What follows belongs to an exercise in optimizing a design on an open flow for small area; a production flow would make more cautious choices.
Function was checked by simulation only, so behaviour that the tests miss may differ from the original.
The clock port is modelled as an ideal driver, which makes a skipped or thinned clock tree look cheaper than it is; a real chip needs a root buffer or a tree.
Power figures rest on the tool's default switching activity, not on a simulated workload.

==> inputs of 02-23 <==
Design top, start of the top module:
module top(
	input clk,
	input reset,
	input button1,
	input button2,
	output [3:0] wys,
	output [7:0] segment
	);
	wire debounced_button1;
	wire debounced_button2;
	debouncer u_debouncer1 (
		.clk(clk),
		.reset(reset),
		.noisy(button1),
		.clean(debounced_button1)
		);
	debouncer u_debouncer2 (
		.clk(clk),
		.reset(reset),
		.noisy(button2),
		.clean(debounced_button2)
		);
	sevseg u_sevseg(
		.clk(clk),
		.reset(reset),
		.button1(debounced_button1),
		.button2(debounced_button2),
		.wys(wys),
		.segment(segment)
		);
endmodule
==> module sevseg, before the edit <==
module sevseg (input clk, reset, button1, button2,
				 output reg [3:0] wys,
				 output [7:0] segment);
reg [3:0] counter;
reg [1:0] stan;
reg [9:0] counter2;
reg [9:0] counter3;
reg [15:0] keyval1;
reg running;
reg running2;
reg mode;
reg button1_prev;
reg button2_prev;
wire e1 = button1 & ~button1_prev;
wire e2 = button2 & ~button2_prev;
wire cnt_max = counter[3] & counter[1];
always @(posedge clk or negedge reset) begin
	if (!reset)
		stan <= 2'd0;
	else if (cnt_max)
		stan <= stan + 2'd1;
end
always @(posedge clk) begin
	if (cnt_max | ~reset)
		counter <= 4'd0;
	else
		counter <= counter + 4'd1;
end
wire A = reset & ~e1 & (mode ? running : running2);
wire run_up = mode & A;
wire run_dn = ~mode & A;
wire c2_max = (counter2 == 10'd356);
wire c3_max = (counter3 == 10'd356);
always @(posedge clk) begin
	if (!reset | (run_up & c2_max))
		counter2 <= 10'd0;
	else if (run_up)
		counter2 <= {counter2[8:0], ~(counter2[9] ^ counter2[6])};
	if (!reset | (run_dn & c3_max))
		counter3 <= 10'd0;
	else if (run_dn)
		counter3 <= {counter3[8:0], ~(counter3[9] ^ counter3[6])};
end
wire [3:0] d0 = keyval1[3:0], d1 = keyval1[7:4], d2 = keyval1[11:8], d3 = keyval1[15:12];
wire T = mode ? c2_max : c3_max;
wire g0 = d0[3] & (d0[2] | d0[1]);
wire g1 = d1[3] & (d1[2] | d1[1]);
wire g2 = d2[3] & (d2[2] | d2[1]);
wire s1 = ~d1[3] & d1[2] & d1[1] & ~d1[0];
wire c1 = mode ? s1 : g1;
function [3:0] tg(input [3:0] b, input m, input sel);
	reg [3:0] t;
	reg u1, u2, u3;
	begin
		t = ~(b ^ {4{m}});
		u1 = sel & t[0];
		u2 = u1 & t[1];
		u3 = u2 & t[2];
		tg = b ^ {u3, u2, u1, sel};
	end
endfunction
wire ld = e2 | ~reset;
wire m6 = mode & reset;
wire k0 = A & (c1 | g0);
wire k1 = A & c1;
wire k2 = A & g2;
wire i0 = A & T;
wire i1 = A & g0;
wire [3:0] n0 = tg(d0, mode, i0);
wire [3:0] n1 = tg(d1, mode, i1);
wire [3:0] n2 = tg(d2, mode, k1);
wire [3:0] n3 = tg(d3, mode, k2);
wire [3:0] k9 = {~mode, 2'b00, ~mode};
wire [3:0] k5 = {1'b0, ~mode, 1'b0, ~mode};
wire [15:0] kv_n;
assign kv_n[3:0]   = k0 ? k9 : (ld & ~i0) ? 4'd0 : n0;
assign kv_n[7:4]   = k1 ? k5 : (ld & ~i1) ? 4'd0 : n1;
assign kv_n[11:8]  = k2 ? k9 : (ld & ~k1) ? 4'd0 : n2;
assign kv_n[15:12] = (ld & ~k2) ? {1'b0, m6, m6, 1'b0} : n3;
always @(posedge clk) begin
	keyval1 <= kv_n;
	if (!reset) begin
		running <= 1'b1;
		running2 <= 1'b1;
		mode <= 1'b0;
	end else begin
		if (e2)
			mode <= ~mode;
		if (mode & e1)
			running <= ~running;
		if (~mode & e1)
			running2 <= ~running2;
	end
	button1_prev <= button1;
	button2_prev <= button2;
end
reg [3:0] led_bcd;
always @(*) begin
	case (stan)
		2'd0: begin wys = 4'b0001; led_bcd = keyval1[3:0]; end
		2'd1: begin wys = 4'b0010; led_bcd = keyval1[7:4]; end
		2'd2: begin wys = 4'b0100; led_bcd = keyval1[11:8]; end
		default: begin wys = 4'b1000; led_bcd = keyval1[15:12]; end
	endcase
end
assign segment[7] = (stan == 2'd2);
reg [6:0] seg;
always @(*) begin
	case (led_bcd)
		4'h0: seg = 7'b0111111;
		4'h1: seg = 7'b0000110;
		4'h2: seg = 7'b1011011;
		4'h3: seg = 7'b1001111;
		4'h4: seg = 7'b1100110;
		4'h5: seg = 7'b1101101;
		4'h6: seg = 7'b1111101;
		4'h7: seg = 7'b0000111;
		4'h8: seg = 7'b1111111;
		4'h9: seg = 7'b1101111;
		4'hA: seg = 7'b1110111;
		4'hB: seg = 7'b1111111;
		4'hC: seg = 7'b0111001;
		4'hD: seg = 7'b0111111;
		4'hE: seg = 7'b1111001;
		default: seg = 7'b1110001;
	endcase
end
assign segment[6:0] = seg;
endmodule
==> flow/config.mk <==
export PLATFORM = sky130hd
export DESIGN_NAME = top
export DESIGN_NICKNAME = top
export VERILOG_FILES = /design/flow/design.v
export SDC_FILE = /design/flow/constraint.sdc
export NUM_CORES = 4
export LEC_CHECK = 0
export CAP_MARGIN = 20
export CORE_MARGIN = 2
export CORE_UTILIZATION = 65
export SLEW_MARGIN = 20
==> flow/constraint.sdc <==
create_clock -name core_clock -period 5.0 [get_ports {clk}]
set_input_delay 1.0000 -clock core_clock [delete_from_list [all_inputs] [get_ports {clk}]]
set_output_delay 1.0000 -clock core_clock [all_outputs]
set_load 0.01 [all_outputs]
standard.sh (not shown) runs the stock make flow with config.mk's settings and CLKGATE_MAP_FILE= SYNTH_SCRIPT=/design/flow/synth_recipe.tcl, a recipe that flattens the netlist after the stock synthesis.
==> flow/flow/run.sh <==
#!/bin/bash
# Own layout flow: the standard ORFS flow (standard.sh, all steps) with these changes:
#  - synthesis maps with an area-oriented ABC script (flow/abc_area.script: deepsyn, then
#    amap) and does not extract full/half adders; registers and their names are as in the
#    standard synthesis. Synthesis runs once per deepsyn seed in SYNTH_SEEDS and the run with
#    the smallest cell area is kept for the rest of the flow;
#  - ports are buffered with the smallest buffer (buf_1);
#  - the clock is buffered by flow/cts_manual.tcl (4 clkbuf_8, each driving a cluster of
#    nearby flip-flops) in place of TritonCTS.
# Each ORFS step writes its full log under orfs/logs/ (and synth_seed_*/logs/ for the other
# synthesis runs); make's own output is in make_*.log here.
set -euo pipefail
W=$(pwd)
rm -rf "$W/orfs_scripts"
cp -r "$FLOW_HOME/scripts" "$W/orfs_scripts"
sed -i "s|^log_cmd clock_tree_synthesis {\\*}\$cts_args|source $W/flow/cts_manual.tcl|" "$W/orfs_scripts/cts.tcl"
grep -q cts_manual.tcl "$W/orfs_scripts/cts.tcl"
ARGS=(SCRIPTS_DIR="$W/orfs_scripts" ABC_AREA=1 ADDER_MAP_FILE= REMOVE_ABC_BUFFERS=1
  BUFFER_PORTS_ARGS="-buffer_cell sky130_fd_sc_hd__buf_1")
best=""
best_area=""
for s in ${SYNTH_SEEDS:-1 2 3 4}; do
  sed "s/&deepsyn -T 30/&deepsyn -T 30 -S $s/" "$W/flow/abc_area.script" > "$W/orfs_scripts/abc_area.script"
  rm -rf "$W/orfs"
  bash "$W/standard.sh" "${ARGS[@]}" synth > "$W/make_synth_seed_$s.log" 2>&1
  area=$(sed -n "s/.*Chip area for module '\\\\top': \([0-9.]*\).*/\1/p" \
    "$W/orfs/reports/sky130hd/top/base/synth_stat.txt" | head -1)
  echo "seed $s: synthesis cell area $area" | tee -a "$W/synth_seeds.log"
  mv "$W/orfs" "$W/synth_seed_$s"
  if [[ -z "$best" ]] || awk -v a="$area" -v b="$best_area" 'BEGIN { exit !(a < b) }'; then
    best=$s
    best_area=$area
  fi
done
echo "kept seed $best ($best_area)" | tee -a "$W/synth_seeds.log"
mv "$W/synth_seed_$best" "$W/orfs"
sed "s/&deepsyn -T 30/&deepsyn -T 30 -S $best/" "$W/flow/abc_area.script" > "$W/orfs_scripts/abc_area.script"
bash "$W/standard.sh" "${ARGS[@]}" ${FLOW_TARGET:-finish} > "$W/make_finish.log" 2>&1
Other scripts of this flow, unchanged in this note and not shown: flow/flow/abc_area.script, flow/flow/cts_manual.tcl
==> 11-12: changes against 02-23 <==
--- a/flow/design.v
+++ b/flow/design.v
@@ -74,24 +74,16 @@
 wire c1 = mode ? s1 : g1;
-function [3:0] tg(input [3:0] b, input m, input sel);
+function [3:0] ud(input [3:0] b, input m);
 	reg [3:0] t;
-	reg u1, u2, u3;
 	begin
 		t = ~(b ^ {4{m}});
-		u1 = sel & t[0];
-		u2 = u1 & t[1];
-		u3 = u2 & t[2];
-		tg = b ^ {u3, u2, u1, sel};
+		ud = {b[3] ^ (t[0] & t[1] & t[2]), b[2] ^ (t[0] & t[1]), b[1] ^ t[0], ~b[0]};
 	end
 endfunction
+wire [3:0] i0 = ud(d0, mode), i1 = ud(d1, mode), i2 = ud(d2, mode), i3 = ud(d3, mode);
 wire ld = e2 | ~reset;
 wire m6 = mode & reset;
-wire k0 = A & (c1 | g0);
-wire k1 = A & c1;
-wire k2 = A & g2;
-wire i0 = A & T;
-wire i1 = A & g0;
-wire [3:0] n0 = tg(d0, mode, i0);
-wire [3:0] n1 = tg(d1, mode, i1);
-wire [3:0] n2 = tg(d2, mode, k1);
-wire [3:0] n3 = tg(d3, mode, k2);
+wire [3:0] b0 = d0 & {4{~ld}};
+wire [3:0] b1 = d1 & {4{~ld}};
+wire [3:0] b2 = d2 & {4{~ld}};
+wire [3:0] b3 = ld ? {1'b0, m6, m6, 1'b0} : d3;
 wire [3:0] k9 = {~mode, 2'b00, ~mode};
@@ -99,6 +91,6 @@
 wire [15:0] kv_n;
-assign kv_n[3:0]   = k0 ? k9 : (ld & ~i0) ? 4'd0 : n0;
-assign kv_n[7:4]   = k1 ? k5 : (ld & ~i1) ? 4'd0 : n1;
-assign kv_n[11:8]  = k2 ? k9 : (ld & ~k1) ? 4'd0 : n2;
-assign kv_n[15:12] = (ld & ~k2) ? {1'b0, m6, m6, 1'b0} : n3;
+assign kv_n[3:0]   = (A & (c1 | g0)) ? k9 : (A & T) ? i0 : b0;
+assign kv_n[7:4]   = (A & c1) ? k5 : (A & g0) ? i1 : b1;
+assign kv_n[11:8]  = (A & g2) ? k9 : (A & c1) ? i2 : b2;
+assign kv_n[15:12] = (A & g2) ? i3 : b3;
 always @(posedge clk) begin
==> flow/flow/run.sh (replaced) <==
#!/bin/bash
# Own layout flow: the standard ORFS flow (standard.sh, all steps) with these changes:
#  - synthesis maps with an area-oriented ABC script (flow/abc_area.script) and does not
#    extract full/half adders; registers and their names are as in the standard synthesis;
#  - ports are buffered with the smallest buffer (buf_1);
#  - the clock is buffered by flow/cts_manual.tcl (4 clkbuf_8, each driving a cluster of
#    nearby flip-flops) in place of TritonCTS.
# Each ORFS step writes its full log under orfs/logs/; make's own output is in make.log.
set -euo pipefail
W=$(pwd)
rm -rf "$W/orfs_scripts"
cp -r "$FLOW_HOME/scripts" "$W/orfs_scripts"
cp "$W/flow/abc_area.script" "$W/orfs_scripts/abc_area.script"
sed -i "s|^log_cmd clock_tree_synthesis {\\*}\$cts_args|source $W/flow/cts_manual.tcl|" "$W/orfs_scripts/cts.tcl"
grep -q cts_manual.tcl "$W/orfs_scripts/cts.tcl"
bash "$W/standard.sh" \
  SCRIPTS_DIR="$W/orfs_scripts" \
  ABC_AREA=1 \
  ADDER_MAP_FILE= \
  REMOVE_ABC_BUFFERS=1 \
  BUFFER_PORTS_ARGS="-buffer_cell sky130_fd_sc_hd__buf_1" \
  ${FLOW_TARGET:-finish} > "$W/make.log" 2>&1
==> comparison table <==
Met2 global-route usage: 02-23 0.391; 11-12 0.392
Mapped Avg Cell Area: 02-23 8.16 µm²; 11-12 8.30 µm²
Via-to-Cell Ratio: 02-23 5.54; 11-12 5.72
DIE HEIGHT: 02-23 67.9 µm; 11-12 68.2 µm
Via count of the first global-routing pass: 02-23 1933; 11-12 2000
Global-route usage over all layers: 02-23 0.217; 11-12 0.231
Post-Synthesis Cell Area: 02-23 0.00265 mm²; 11-12 0.00268 mm²
P_seq: 02-23 0.580 mW; 11-12 0.616 mW
Multi-input combinational cell area: 02-23 0.00105 mm²; 11-12 0.00104 mm²
Status: 02-23 complete, no violations; 11-12 complete, no violations
Post-route non-filler standard cell count: 02-23 394; 11-12 392
DPL Wire Length: 02-23 3.66 mm; 11-12 3.79 mm
Combinational Power Share: 02-23 0.191; 11-12 0.352
In every run of this note, the design's own scripts or RTL, not TritonCTS, make the clock network.

[re-timing with driven ports]
The results above use ideal ports. As a check the final layouts listed here were re-extracted and re-timed, cells and wires unchanged. Step 1, drivers: a clkbuf_16 drives clk and a buf_2 each remaining input, both assumed. Step 2 adds t to the input delays and takes it off the output delays; t is the mean of the earliest and latest rising clock arrival at the registers after step 1. Input paths then give back, and output paths get back, about the clock's delay inside the block. Slacks: ideal ports / drivers / drivers and shift; pairs: ideal ports / drivers.
run	t (ns)	setup slack, ns	worst slew at a driven data input, ns
02-23	0.208	1.555 / 1.502 / 1.709	0.03
11-12	0.208	1.257 / 1.238 / 1.083	0.03
After both steps every run listed still meets setup and hold. For 11-12, which loses most, drivers alone change the setup slack by -0.019 ns; drivers and shift together by -0.174 ns.
